From an optimization exercise on the open Yosys and OpenROAD flow, aimed at small area, a short achievable clock period and few clock cycles; shortcuts taken in it are not production practice.
At most, simulation tests tie the RTL to the original design; equivalence was not proved.
Power figures rest on the tool's default switching activity, not on a simulated workload.

// Main
module Main(
    input clk,
    input rst,
    input ld_en,
    input [4:0] ld_addr,
    input [13:0] ld_data,
    output reg [13:0] Outp,
    output reg out_valid,
    output reg halted
    );
    reg [13:0] prog [1:15];
    reg [13:0] data [0:15];
    reg [13:0] ir;
    reg [3:0]  pc;       
    reg [3:0]  fidx;     
    reg        fin;      
    reg        pend;     
    reg        xv;       
    reg [3:0]  xd;
    reg [13:0] xa, xb;
    reg        xc;
    wire [1:0] op = ir[13:12];
    wire [3:0] fa = ir[11:8];
    wire [3:0] fb = ir[7:4];
    wire [3:0] fc = ir[3:0];
    wire active = !rst && !fin;
    wire is_out = (op == 2'b11);
    wire is_mov = (op == 2'b10);
    wire is_sub = (op == 2'b01);
    wire last   = (pc == 4'd15);
    wire [13:0] xres = xa + xb + {13'd0, xc};
    integer i;
    reg [13:0] ma, mb, mf;
    always @(*) begin
        ma = 14'd0;
        mb = 14'd0;
        mf = 14'd0;
        for (i = 0; i < 16; i = i + 1) begin
            ma = ma | (data[i] & {14{fa == i}});
            mb = mb | (data[i] & {14{fb == i}});
        end
        for (i = 1; i < 16; i = i + 1)
            mf = mf | (prog[i] & {14{fidx == i}});
    end
    wire [13:0] ra = (xv && xd == fa) ? xres : ma;
    wire [13:0] rb = (xv && xd == fb) ? xres : mb;
    always @(posedge clk) begin
        for (i = 1; i < 16; i = i + 1)
            if (ld_en && ld_addr == i)
                prog[i] <= ld_data;
    end
    wire [13:0] wd = ld_en ? ld_data : xres;
    always @(posedge clk) begin
        for (i = 0; i < 16; i = i + 1)
            if ((ld_en && ld_addr == 16 + i) || (!ld_en && xv && xd == i))
                data[i] <= wd;
    end
    always @(posedge clk) begin
        if (rst) begin
            if (ld_en && ld_addr == 5'd0)
                ir <= ld_data;
        end else if (!fin)
            ir <= mf;
    end
    always @(posedge clk) begin
  ...
==> module Main, before the edit <==
module Main(
    input clk,
    input rst,
    input ld_en,
    input [4:0] ld_addr,
    input [13:0] ld_data,
    output reg [13:0] Outp,
    output reg out_valid,
    output reg halted
    );
    reg [13:0] prog [1:15];
    reg [13:0] data [0:15];
    reg [13:0] ir;
    reg [3:0]  pc;       
    reg [3:0]  fidx;     
    reg        fin;      
    reg        pend;     
    reg        xv;       
    reg [3:0]  xd;
    reg [13:0] xa, xb;
    reg        xc;
    wire [1:0] op = ir[13:12];
    wire [3:0] fa = ir[11:8];
    wire [3:0] fb = ir[7:4];
    wire [3:0] fc = ir[3:0];
    wire active = !rst && !fin;
    wire is_out = (op == 2'b11);
    wire is_mov = (op == 2'b10);
    wire is_sub = (op == 2'b01);
    wire last   = (pc == 4'd15);
    wire [13:0] xres = xa + xb + {13'd0, xc};
    integer i;
    reg [13:0] ma, mb, mf;
    always @(*) begin
        ma = 14'd0;
        mb = 14'd0;
        mf = 14'd0;
        for (i = 0; i < 16; i = i + 1) begin
            ma = ma | (data[i] & {14{fa == i}});
            mb = mb | (data[i] & {14{fb == i}});
        end
        for (i = 1; i < 16; i = i + 1)
            mf = mf | (prog[i] & {14{fidx == i}});
    end
    wire [13:0] ra = (xv && xd == fa) ? xres : ma;
    wire [13:0] rb = (xv && xd == fb) ? xres : mb;
    always @(posedge clk) begin
        for (i = 1; i < 16; i = i + 1)
            if (ld_en && ld_addr == i)
                prog[i] <= ld_data;
    end
    wire [13:0] wd = ld_en ? ld_data : xres;
    always @(posedge clk) begin
        for (i = 0; i < 16; i = i + 1)
            if ((ld_en && ld_addr == 16 + i) || (!ld_en && xv && xd == i))
                data[i] <= wd;
    end
    always @(posedge clk) begin
        if (rst) begin
            if (ld_en && ld_addr == 5'd0)
                ir <= ld_data;
        end else if (!fin)
            ir <= mf;
    end
    always @(posedge clk) begin
        if (rst) begin
            pc <= 4'd0;
            fidx <= 4'd1;
            fin <= 1'b0;
            pend <= 1'b0;
            halted <= 1'b0;
            xv <= 1'b0;
            out_valid <= 1'b0;
            Outp <= 14'd0;
        end else begin
            xv <= active && !is_out;
            out_valid <= active && is_out;
            pend <= active && last && is_out;
            if (pend || (active && last && !is_out))
                halted <= 1'b1;
            if (active) begin
                pc <= pc + 4'd1;
                fidx <= fidx + 4'd1;
                if (last)
                    fin <= 1'b1;
                if (is_out)
                    Outp <= ra;
            end
        end
    end
    always @(posedge clk) begin
        xd <= is_mov ? fb : fc;
        xa <= ra;
        xb <= (rb & {14{~is_mov}}) ^ {14{is_sub}};
        xc <= is_sub;
    end
endmodule
Settings: LEC_CHECK=0, CAP_MARGIN=20, CORE_MARGIN=2, CORE_UTILIZATION=40, SLEW_MARGIN=20; clock period 7.0 ns.
run.sh (not shown) runs the stock make flow with config.mk's settings and CLKGATE_MAP_FILE= SYNTH_SCRIPT=/design/flow/synth_recipe.tcl, a recipe that flattens the netlist after the stock synthesis.
Testbench counts at the start, summed over its fixed seeds: cycles 57,899.
Change:
==> flow/design.v (replaced) <==
`timescale 1ns / 1ps
module Main(
    input clk,
    input rst,
    input ld_en,
    input [4:0] ld_addr,
    input [13:0] ld_data,
    output reg [13:0] Outp,
    output reg out_valid,
    output reg halted
    );
    reg [13:0] prog [1:15];
    reg [13:0] data [0:15];
    reg [13:0] ir;
    reg [3:0]  pc;
    reg        fin;      
    reg        pend;     
    reg        xv;       
    reg [3:0]  xd;
    reg [13:0] xa, xb;
    reg        xc;
    wire [1:0] op = ir[13:12];
    wire [3:0] fa = ir[11:8];
    wire [3:0] fb = ir[7:4];
    wire [3:0] fc = ir[3:0];
    wire active = !rst && !fin;
    wire is_out = (op == 2'b11);
    wire is_mov = (op == 2'b10);
    wire is_sub = (op == 2'b01);
    wire [13:0] xres = xa + xb + {13'd0, xc};
    wire [13:0] ra = (xv && xd == fa) ? xres : data[fa];
    wire [13:0] rb = (xv && xd == fb) ? xres : data[fb];
    integer i;
    always @(posedge clk) begin
        for (i = 1; i < 16; i = i + 1)
            if (ld_en && ld_addr == i)
                prog[i] <= ld_data;
    end
    wire [13:0] wd = ld_en ? ld_data : xres;
    always @(posedge clk) begin
        for (i = 0; i < 16; i = i + 1)
            if ((ld_en && ld_addr == 16 + i) || (!ld_en && xv && xd == i))
                data[i] <= wd;
    end
    always @(posedge clk) begin
        if (rst) begin
            if (ld_en && ld_addr == 5'd0)
                ir <= ld_data;
        end else if (!fin)
            ir <= prog[pc + 4'd1];
    end
    always @(posedge clk) begin
        if (rst) begin
            pc <= 4'd0;
            fin <= 1'b0;
            pend <= 1'b0;
            halted <= 1'b0;
            xv <= 1'b0;
            out_valid <= 1'b0;
            Outp <= 14'd0;
        end else begin
            xv <= active && !is_out;
            out_valid <= active && is_out;
            pend <= active && pc == 4'd15 && is_out;
            if (pend || (active && pc == 4'd15 && !is_out))
                halted <= 1'b1;
            if (active) begin
                pc <= pc + 4'd1;
                if (pc == 4'd15)
                    fin <= 1'b1;
                if (is_out)
                    Outp <= ra;
            end
        end
    end
    always @(posedge clk) begin
        if (active && !is_out) begin
            xd <= is_mov ? fb : fc;
            xa <= ra;
            xb <= (rb & {14{~is_mov}}) ^ {14{is_sub}};
            xc <= is_sub;
        end
    end
endmodule
Outcome:
- cell count went up by roughly a tenth
- clock-buffer cell count rises by 8
- global-route usage grows by 1.6 points
- via count goes up by roughly a tenth
- cell area came out higher by a little under a tenth
- routed wire length grows by roughly a tenth
- power came out lower by a few percent
- clock power came out higher by a little under a tenth
- non-clock buffer count goes up by 8
- setup slack loses 0.030 ns
- clock skew rises by 0.015 ns
- flip-flop and latch count came out lower by 4
Testbench counts after the change, summed over its fixed seeds: cycles 57,899.


Another version of the RTL of Main (not shown whole).
Size in the first run: about 1700 cells after synthesis, roughly 510 flip-flops, ~38 I/O pins, about 23000 um2 of cells after synthesis.
==> flow/design.v (excerpt) <==
module Main(
    input clk,
    input rst,
    input ld_en,
    input [4:0] ld_addr,
    input [13:0] ld_data,
    output reg [13:0] Outp,
    output reg out_valid,
    output reg halted
    );
==> module Main, before the edit <==
module Main(
    input clk,
    input rst,
    input ld_en,
    input [4:0] ld_addr,
    input [13:0] ld_data,
    output reg [13:0] Outp,
    output reg out_valid,
    output reg halted
    );
    reg [13:0] prog [1:15];
    reg [13:0] data [0:15];
    reg [13:0] ir;
    reg [3:0]  pc;       
    reg [3:0]  fidx;     
    reg        fin;      
    reg        pend;     
    reg        xv;       
    reg [3:0]  xd;
    reg [13:0] xa, xb;
    reg        xc;
    wire [1:0] op = ir[13:12];
    wire [3:0] fa = ir[11:8];
    wire [3:0] fb = ir[7:4];
    wire [3:0] fc = ir[3:0];
    wire active = !rst && !fin;
    wire is_out = (op == 2'b11);
    wire is_mov = (op == 2'b10);
    wire is_sub = (op == 2'b01);
    wire last   = (pc == 4'd15);
    reg [13:0] xres;
    reg [13:0] pg_g, pg_p, ng, np;
    integer k, d;
    always @(*) begin
        pg_g = xa & xb;
        pg_p = xa ^ xb;
        pg_g[0] = pg_g[0] | (pg_p[0] & xc);
        ng = pg_g;
        np = pg_p;
        for (d = 1; d < 14; d = d * 2) begin
            for (k = 13; k >= d; k = k - 1) begin
                ng[k] = ng[k] | (np[k] & ng[k - d]);
                np[k] = np[k] & np[k - d];
            end
        end
        xres = pg_p ^ {ng[12:0], xc};
    end
    integer i;
    reg [13:0] ma, mb, mf;
    always @(*) begin
        ma = 14'd0;
        mb = 14'd0;
        mf = 14'd0;
        for (i = 0; i < 16; i = i + 1) begin
            ma = ma | (data[i] & {14{fa == i}});
            mb = mb | (data[i] & {14{fb == i}});
        end
        for (i = 1; i < 16; i = i + 1)
            mf = mf | (prog[i] & {14{fidx == i}});
    end
    wire [13:0] ra = (xv && xd == fa) ? xres : ma;
    wire [13:0] rb = (xv && xd == fb) ? xres : mb;
    always @(posedge clk) begin
        for (i = 1; i < 16; i = i + 1)
            if (ld_en && ld_addr == i)
                prog[i] <= ld_data;
    end
    wire [13:0] wd = ld_en ? ld_data : xres;
    always @(posedge clk) begin
        for (i = 0; i < 16; i = i + 1)
            if ((ld_en && ld_addr == 16 + i) || (xv && xd == i))
                data[i] <= wd;
    end
    always @(posedge clk) begin
        if (rst) begin
            if (ld_en && ld_addr == 5'd0)
                ir <= ld_data;
        end else if (!fin)
            ir <= mf;
    end
    always @(posedge clk) begin
        if (rst) begin
            pc <= 4'd0;
            fidx <= 4'd1;
            fin <= 1'b0;
            pend <= 1'b0;
            halted <= 1'b0;
            xv <= 1'b0;
            out_valid <= 1'b0;
            Outp <= 14'd0;
        end else begin
            xv <= active && !is_out;
            out_valid <= active && is_out;
            pend <= active && last && is_out;
            if (pend || (active && last && !is_out))
                halted <= 1'b1;
            if (active) begin
                pc <= pc + 4'd1;
                fidx <= fidx + 4'd1;
                if (last)
                    fin <= 1'b1;
                if (is_out)
                    Outp <= ra;
            end
        end
    end
    always @(posedge clk) begin
        xd <= is_mov ? fb : fc;
        xa <= ra;
        xb <= (rb & {14{~is_mov}}) ^ {14{is_sub}};
        xc <= is_sub;
    end
endmodule
export LEC_CHECK = 0
export CAP_MARGIN = 20
export CORE_MARGIN = 2
export CORE_UTILIZATION = 40
export SETUP_SLACK_MARGIN = 4.5
export SLEW_MARGIN = 20
create_clock -name core_clock -period 7.0 [get_ports {clk}]
standard.sh (not shown) runs the stock make flow with config.mk's settings and CLKGATE_MAP_FILE= SYNTH_SCRIPT=/design/flow/synth_recipe.tcl, a recipe that flattens the netlist after the stock synthesis.
==> flow/flow/run.sh <==
#!/bin/bash
# The standard layout, with plain buffers on the ports (the platform's default
# picks a delay cell) and sizing not held to each cell's footprint.
set -euo pipefail
bash standard.sh \
  BUFFER_PORTS_ARGS="-buffer_cell sky130_fd_sc_hd__buf_4" \
  MATCH_CELL_FOOTPRINT=0 \
  finish > standard_flow.log 2>&1
Change:
--- a/flow/design.v
+++ b/flow/design.v
@@ -15,8 +15,9 @@
     reg [3:0]  pc;       
     reg [3:0]  fidx;     
     reg        fin;      
     reg        pend;     
+    reg        pv;       
     reg        xv;       
     reg [3:0]  xd;
     reg [13:0] xa, xb;
     reg        xc;
@@ -45,53 +46,65 @@
             end
         end
         xres = pg_p ^ {ng[12:0], xc};
     end
+    function [13:0] rd16;
+        input [223:0] w;
+        input [3:0] s;
+        reg [13:0] q0, q1, q2, q3;
+        begin
+            q0 = s[1] ? (s[0] ? w[3*14 +: 14]  : w[2*14 +: 14])  : (s[0] ? w[1*14 +: 14]  : w[0*14 +: 14]);
+            q1 = s[1] ? (s[0] ? w[7*14 +: 14]  : w[6*14 +: 14])  : (s[0] ? w[5*14 +: 14]  : w[4*14 +: 14]);
+            q2 = s[1] ? (s[0] ? w[11*14 +: 14] : w[10*14 +: 14]) : (s[0] ? w[9*14 +: 14]  : w[8*14 +: 14]);
+            q3 = s[1] ? (s[0] ? w[15*14 +: 14] : w[14*14 +: 14]) : (s[0] ? w[13*14 +: 14] : w[12*14 +: 14]);
+            rd16 = s[3] ? (s[2] ? q3 : q2) : (s[2] ? q1 : q0);
+        end
+    endfunction
     integer i;
-    reg [13:0] ma, mb, mf;
+    reg [223:0] dflat, pflat;
     always @(*) begin
-        ma = 14'd0;
-        mb = 14'd0;
-        mf = 14'd0;
-        for (i = 0; i < 16; i = i + 1) begin
-            ma = ma | (data[i] & {14{fa == i}});
-            mb = mb | (data[i] & {14{fb == i}});
-        end
+        for (i = 0; i < 16; i = i + 1)
+            dflat[i*14 +: 14] = data[i];
+        pflat[13:0] = 14'd0;
         for (i = 1; i < 16; i = i + 1)
-            mf = mf | (prog[i] & {14{fidx == i}});
+            pflat[i*14 +: 14] = prog[i];
     end
+    wire [13:0] ma = rd16(dflat, fa);
+    wire [13:0] mb = rd16(dflat, fb);
+    wire [13:0] mf = rd16(pflat, fidx);
     wire [13:0] ra = (xv && xd == fa) ? xres : ma;
     wire [13:0] rb = (xv && xd == fb) ? xres : mb;
     always @(posedge clk) begin
         for (i = 1; i < 16; i = i + 1)
-            if (ld_en && ld_addr == i)
-                prog[i] <= ld_data;
+            if (pv && xd == i)
+                prog[i] <= xa;
     end
-    wire [13:0] wd = ld_en ? ld_data : xres;
     always @(posedge clk) begin
         for (i = 0; i < 16; i = i + 1)
-            if ((ld_en && ld_addr == 16 + i) || (xv && xd == i))
-                data[i] <= wd;
+            if (xv && xd == i)
+                data[i] <= xres;
     end
     always @(posedge clk) begin
         if (rst) begin
             if (ld_en && ld_addr == 5'd0)
                 ir <= ld_data;
         end else if (!fin)
-            ir <= mf;
+            ir <= (pv && xd == 4'd1) ? xa : mf;
     end
     always @(posedge clk) begin
         if (rst) begin
             pc <= 4'd0;
             fidx <= 4'd1;
             fin <= 1'b0;
             pend <= 1'b0;
             halted <= 1'b0;
-            xv <= 1'b0;
+            xv <= ld_en && ld_addr[4];
+            pv <= ld_en && !ld_addr[4];
             out_valid <= 1'b0;
             Outp <= 14'd0;
         end else begin
             xv <= active && !is_out;
+            pv <= 1'b0;
             out_valid <= active && is_out;
             pend <= active && last && is_out;
             if (pend || (active && last && !is_out))
                 halted <= 1'b1;
@@ -104,11 +117,13 @@
                     Outp <= ra;
             end
         end
     end
+    wire pass = is_mov || rst;
+    wire neg  = is_sub && !rst;
     always @(posedge clk) begin
-        xd <= is_mov ? fb : fc;
-        xa <= ra;
-        xb <= (rb & {14{~is_mov}}) ^ {14{is_sub}};
-        xc <= is_sub;
+        xd <= rst ? ld_addr[3:0] : (is_mov ? fb : fc);
+        xa <= rst ? ld_data : ra;
+        xb <= (rb & {14{~pass}}) ^ {14{neg}};
+        xc <= neg;
     end
 endmodule
The changed run finished with timing, DRC and antenna clean; setup slack is worse by 0.22 ns; die area shrinks by a few percent; worst hold slack is better by 0.019 ns; final cell count shrinks by about a fifth; final area shrinks by a little under a tenth; flip-flop and latch count grows by 1; fmax shrinks by a little under a tenth; utilization shrinks by 2.3 points; sequential share of layout area grows by 4.9 points.
Function was not checked in any run of this note: the RTL went through the layout flow alone.


Setup of P:
Main, a different RTL version from the one above (not shown whole).
For scale: ~1700 cells after synthesis, ~550 flip-flops, roughly 23000 um2 of cells after synthesis.
==> module Main, before the edit <==
module Main(
    input clk,
    input rst,
    input ld_en,
    input [4:0] ld_addr,
    input [13:0] ld_data,
    output reg [13:0] Outp,
    output reg out_valid,
    output reg halted
    );
    function [3:0] dec2;
        input [1:0] x;
        dec2 = 4'b0001 << x;
    endfunction
    function [13:0] rd16;
        input [223:0] w;
        input [3:0] lo;
        input [3:0] hi;
        integer g, k;
        reg [13:0] q;
        begin
            rd16 = 14'd0;
            for (g = 0; g < 4; g = g + 1) begin
                q = 14'd0;
                for (k = 0; k < 4; k = k + 1)
                    q = q | (w[(4*g+k)*14 +: 14] & {14{lo[k]}});
                rd16 = rd16 | (q & {14{hi[g]}});
            end
        end
    endfunction
    reg [13:0] prog [1:15];
    reg [13:0] data [0:15];
    reg [1:0]  op;
    reg [3:0]  alo, ahi, blo, bhi, clo, chi;
    reg [3:0]  flo, fhi;  
    reg        fin;      
    reg        pend;     
    reg        xv;       
    reg [3:0]  xlo, xhi;
    reg [13:0] xa, xb;
    reg        xc;
    reg        wv;       
    reg        pv;       
    reg [3:0]  wlo, whi;
    reg [13:0] wr;
    wire is_out = (op == 2'b11);
    wire is_mov = (op == 2'b10);
    wire is_sub = (op == 2'b01);
    wire last   = flo[0] && fhi[0];
    wire [13:0] xres = xa + xb + {13'd0, xc};
    integer i;
    reg [223:0] dflat, pflat;
    always @(*) begin
        for (i = 0; i < 16; i = i + 1)
            dflat[i*14 +: 14] = data[i];
        pflat[13:0] = 14'd0;
        for (i = 1; i < 16; i = i + 1)
            pflat[i*14 +: 14] = prog[i];
    end
    wire [13:0] ma = rd16(dflat, alo, ahi);
    wire [13:0] mb = rd16(dflat, blo, bhi);
    wire [13:0] mf = rd16(pflat, flo, fhi);
    wire xfa = xv && (xlo & alo) != 4'd0 && (xhi & ahi) != 4'd0;
    wire xfb = xv && (xlo & blo) != 4'd0 && (xhi & bhi) != 4'd0;
    wire wfa = wv && (wlo & alo) != 4'd0 && (whi & ahi) != 4'd0;
    wire wfb = wv && (wlo & blo) != 4'd0 && (whi & bhi) != 4'd0;
    wire [13:0] ra = xfa ? xres : wfa ? wr : ma;
    wire [13:0] rb = xfb ? xres : wfb ? wr : mb;
    always @(posedge clk) begin
        for (i = 1; i < 16; i = i + 1)
            if (pv && wlo[i % 4] && whi[i / 4])
                prog[i] <= wr;
    end
    always @(posedge clk) begin
        for (i = 0; i < 16; i = i + 1)
            if (wv && wlo[i % 4] && whi[i / 4])
                data[i] <= wr;
    end
    wire [13:0] fw = rst ? ld_data : (pv && wlo[1] && whi[0]) ? wr : mf;
    always @(posedge clk) begin
        if (rst ? (ld_en && ld_addr == 5'd0) : !fin) begin
            op  <= fw[13:12];
            ahi <= dec2(fw[11:10]);
            alo <= dec2(fw[9:8]);
            bhi <= dec2(fw[7:6]);
            blo <= dec2(fw[5:4]);
            chi <= dec2(fw[3:2]);
            clo <= dec2(fw[1:0]);
        end
    end
    always @(posedge clk) begin
        if (rst) begin
            flo <= 4'b0010;
            fhi <= 4'b0001;
            fin <= 1'b0;
            pend <= 1'b0;
            halted <= 1'b0;
            xv <= 1'b0;
            out_valid <= 1'b0;
            Outp <= 14'd0;
        end else begin
            xv <= !fin && !is_out;
            out_valid <= !fin && is_out;
            pend <= !fin && last && is_out;
            if (pend || (!fin && last && !is_out))
                halted <= 1'b1;
            if (!fin) begin
                flo <= {flo[2:0], flo[3]};
                if (flo[3])
                    fhi <= {fhi[2:0], fhi[3]};
                if (last)
                    fin <= 1'b1;
                if (is_out)
                    Outp <= ra;
            end
        end
    end
    always @(posedge clk) begin
        xlo <= is_mov ? blo : clo;
        xhi <= is_mov ? bhi : chi;
        xa <= ra;
        xb <= (rb & {14{~is_mov}}) ^ {14{is_sub}};
        xc <= is_sub;
    end
    always @(posedge clk) begin
        wv <= rst ? (ld_en && ld_addr[4]) : xv;
        pv <= rst && ld_en && !ld_addr[4];
        wlo <= rst ? dec2(ld_addr[1:0]) : xlo;
        whi <= rst ? dec2(ld_addr[3:2]) : xhi;
        wr <= rst ? ld_data : xres;
    end
endmodule
==> flow/config.mk <==
export PLATFORM = sky130hd
export DESIGN_NAME = Main
export DESIGN_NICKNAME = Main
export VERILOG_FILES = /design/flow/design.v
export SDC_FILE = /design/flow/constraint.sdc
export NUM_CORES = 4
export LEC_CHECK = 0
export CAP_MARGIN = 20
export CORE_MARGIN = 2
export CORE_UTILIZATION = 55
export SETUP_SLACK_MARGIN = 4.5
export SLEW_MARGIN = 20
==> flow/constraint.sdc <==
create_clock -name core_clock -period 7.0 [get_ports {clk}]
set_input_delay 1.4000 -clock core_clock [delete_from_list [all_inputs] [get_ports {clk}]]
set_output_delay 1.4000 -clock core_clock [all_outputs]
set_load 0.01 [all_outputs]
==> flow/flow/run.sh <==
#!/bin/bash
# The standard layout, with plain buffers on the ports (the platform's default
# picks a delay cell), sizing not held to each cell's footprint, and a clock
# tree without dummy balancing loads.
set -euo pipefail
bash standard.sh \
  BUFFER_PORTS_ARGS="-buffer_cell sky130_fd_sc_hd__buf_4" \
  MATCH_CELL_FOOTPRINT=0 \
  CTS_ARGS="-sink_clustering_enable -repair_clock_nets -dont_use_dummy_load -sink_clustering_size 24 -sink_clustering_max_diameter 90" \
  finish > standard_flow.log 2>&1
diff inputs: P => Q
==> flow/design.v, changed modules only <==
module Main(
    input clk,
    input rst,
    input ld_en,
    input [4:0] ld_addr,
    input [13:0] ld_data,
    output reg [13:0] Outp,
    output reg out_valid,
    output reg halted
    );
    function [3:0] dec2;
        input [1:0] x;
        dec2 = 4'b0001 << x;
    endfunction
    function [13:0] rd16;
        input [223:0] w;
        input [3:0] lo;
        input [3:0] hi;
        integer g, k;
        reg [13:0] q;
        begin
            rd16 = 14'd0;
            for (g = 0; g < 4; g = g + 1) begin
                q = 14'd0;
                for (k = 0; k < 4; k = k + 1)
                    q = q | (w[(4*g+k)*14 +: 14] & {14{lo[k]}});
                rd16 = rd16 | (q & {14{hi[g]}});
            end
        end
    endfunction
    reg [13:0] prog [1:15];
    reg [13:0] data [0:15];
    reg [1:0]  op;
    reg [3:0]  alo, ahi, blo, bhi, clo, chi;
    reg [3:0]  fidx;     
    reg        fin;      
    reg        pend;     
    reg        xv;       
    reg [3:0]  xlo, xhi;
    reg [13:0] xa, xb;
    reg        xc;
    reg        wv;       
    reg        pv;       
    reg [3:0]  wlo, whi;
    reg [13:0] wr;
    wire active = !rst && !fin;
    wire is_out = (op == 2'b11);
    wire is_mov = (op == 2'b10);
    wire is_sub = (op == 2'b01);
    wire last   = (fidx == 4'd0);
    wire [13:0] xres = xa + xb + {13'd0, xc};
    integer i;
    reg [223:0] dflat, pflat;
    always @(*) begin
        for (i = 0; i < 16; i = i + 1)
            dflat[i*14 +: 14] = data[i];
        pflat[13:0] = 14'd0;
        for (i = 1; i < 16; i = i + 1)
            pflat[i*14 +: 14] = prog[i];
    end
    wire [13:0] ma = rd16(dflat, alo, ahi);
    wire [13:0] mb = rd16(dflat, blo, bhi);
    wire [3:0]  flo = dec2(fidx[1:0]);
    wire [3:0]  fhi = dec2(fidx[3:2]);
    wire [13:0] mf = rd16(pflat, flo, fhi);
    wire xfa = xv && (xlo & alo) != 4'd0 && (xhi & ahi) != 4'd0;
    wire xfb = xv && (xlo & blo) != 4'd0 && (xhi & bhi) != 4'd0;
    wire wfa = wv && (wlo & alo) != 4'd0 && (whi & ahi) != 4'd0;
    wire wfb = wv && (wlo & blo) != 4'd0 && (whi & bhi) != 4'd0;
    wire [13:0] ra = xfa ? xres : wfa ? wr : ma;
    wire [13:0] rb = xfb ? xres : wfb ? wr : mb;
    always @(posedge clk) begin
        for (i = 1; i < 16; i = i + 1)
            if (pv && wlo[i % 4] && whi[i / 4])
                prog[i] <= wr;
    end
    always @(posedge clk) begin
        for (i = 0; i < 16; i = i + 1)
            if (wv && wlo[i % 4] && whi[i / 4])
                data[i] <= wr;
    end
    wire [13:0] fw = rst ? ld_data : (pv && wlo[1] && whi[0]) ? wr : mf;
    always @(posedge clk) begin
        if (rst ? (ld_en && ld_addr == 5'd0) : !fin) begin
            op  <= fw[13:12];
            ahi <= dec2(fw[11:10]);
            alo <= dec2(fw[9:8]);
            bhi <= dec2(fw[7:6]);
            blo <= dec2(fw[5:4]);
            chi <= dec2(fw[3:2]);
            clo <= dec2(fw[1:0]);
        end
    end
    always @(posedge clk) begin
        if (rst) begin
            fidx <= 4'd1;
            fin <= 1'b0;
            pend <= 1'b0;
            halted <= 1'b0;
            xv <= 1'b0;
            out_valid <= 1'b0;
            Outp <= 14'd0;
        end else begin
            xv <= active && !is_out;
            out_valid <= active && is_out;
            pend <= active && last && is_out;
            if (pend || (active && last && !is_out))
                halted <= 1'b1;
            if (active) begin
                fidx <= fidx + 4'd1;
                if (last)
                    fin <= 1'b1;
                if (is_out)
                    Outp <= ra;
            end
        end
    end
    always @(posedge clk) begin
        xlo <= is_mov ? blo : clo;
        xhi <= is_mov ? bhi : chi;
        xa <= ra;
        xb <= (rb & {14{~is_mov}}) ^ {14{is_sub}};
        xc <= is_sub;
    end
    always @(posedge clk) begin
        wv <= rst ? (ld_en && ld_addr[4]) : xv;
        pv <= rst && ld_en && !ld_addr[4];
        wlo <= rst ? dec2(ld_addr[1:0]) : xlo;
        whi <= rst ? dec2(ld_addr[3:2]) : xhi;
        wr <= rst ? ld_data : xres;
    end
endmodule
--- outcome ---
Relative to P, layout buffering overhead excluding clock cells has increased by 0.96 points in Q. Q vs. P: clock-buffer cell count fell 1; number of unique standard cell types used by synthesis rose 28%; switching share of power rose 6.2 points; weighted congestion at the end of routability-driven global placement rose 0.42%; wire length rose about 6%. Side by side, detailed-routing iteration count for the pre-antenna-repair pass turned out higher in Q than in P. Q vs P — minimum clock period after layout dropped 84 ps. The faster design of the two is Q; P tops out lower. Higher maximum net fanout on the critical path among Q and P: Q. [diff] die area, Q relative to P: regression.
No run of this note included a check of the RTL's function; only the layout flow was run.

## static timing again, ports no longer ideal
Ports are ideal in the flow. The routed layouts listed here were re-timed in OpenROAD.
Step 1 (the two cells are an assumption about what drives the block):
set clk [get_ports {clk}]
set_driving_cell -lib_cell sky130_fd_sc_hd__clkbuf_16 $clk
set_driving_cell -lib_cell sky130_fd_sc_hd__buf_2 [delete_from_list [all_inputs] $clk]
Step 2 adds t to the input delays and takes it off the output delays; t is the mean of the earliest and latest rising clock arrival at the registers after step 1. Input paths then give back, and output paths get back, about the clock's delay inside the block.
a / b / c = ideal ports / drivers / drivers and shift; a / b = the first two.
run	t (ns)	setup slack, ns	cell pins on the clock port's net
the first run of note 1	0.679	3.271 / 3.271 / 2.763	1
the second run of note 1	0.677	3.240 / 3.240 / 2.625	1
the first run of note 2	0.682	4.390 / 4.390 / 3.877	1
the second run of note 2	0.655	4.172 / 4.172 / 3.926	1
P	0.640	4.392 / 4.392 / 4.076	1
Q	0.643	4.476 / 4.476 / 4.050	1
After both steps setup and hold are still met in every run listed. For the second run of note 1, which loses most, drivers alone change the setup slack by 0.000 ns; drivers and shift together by -0.615 ns.
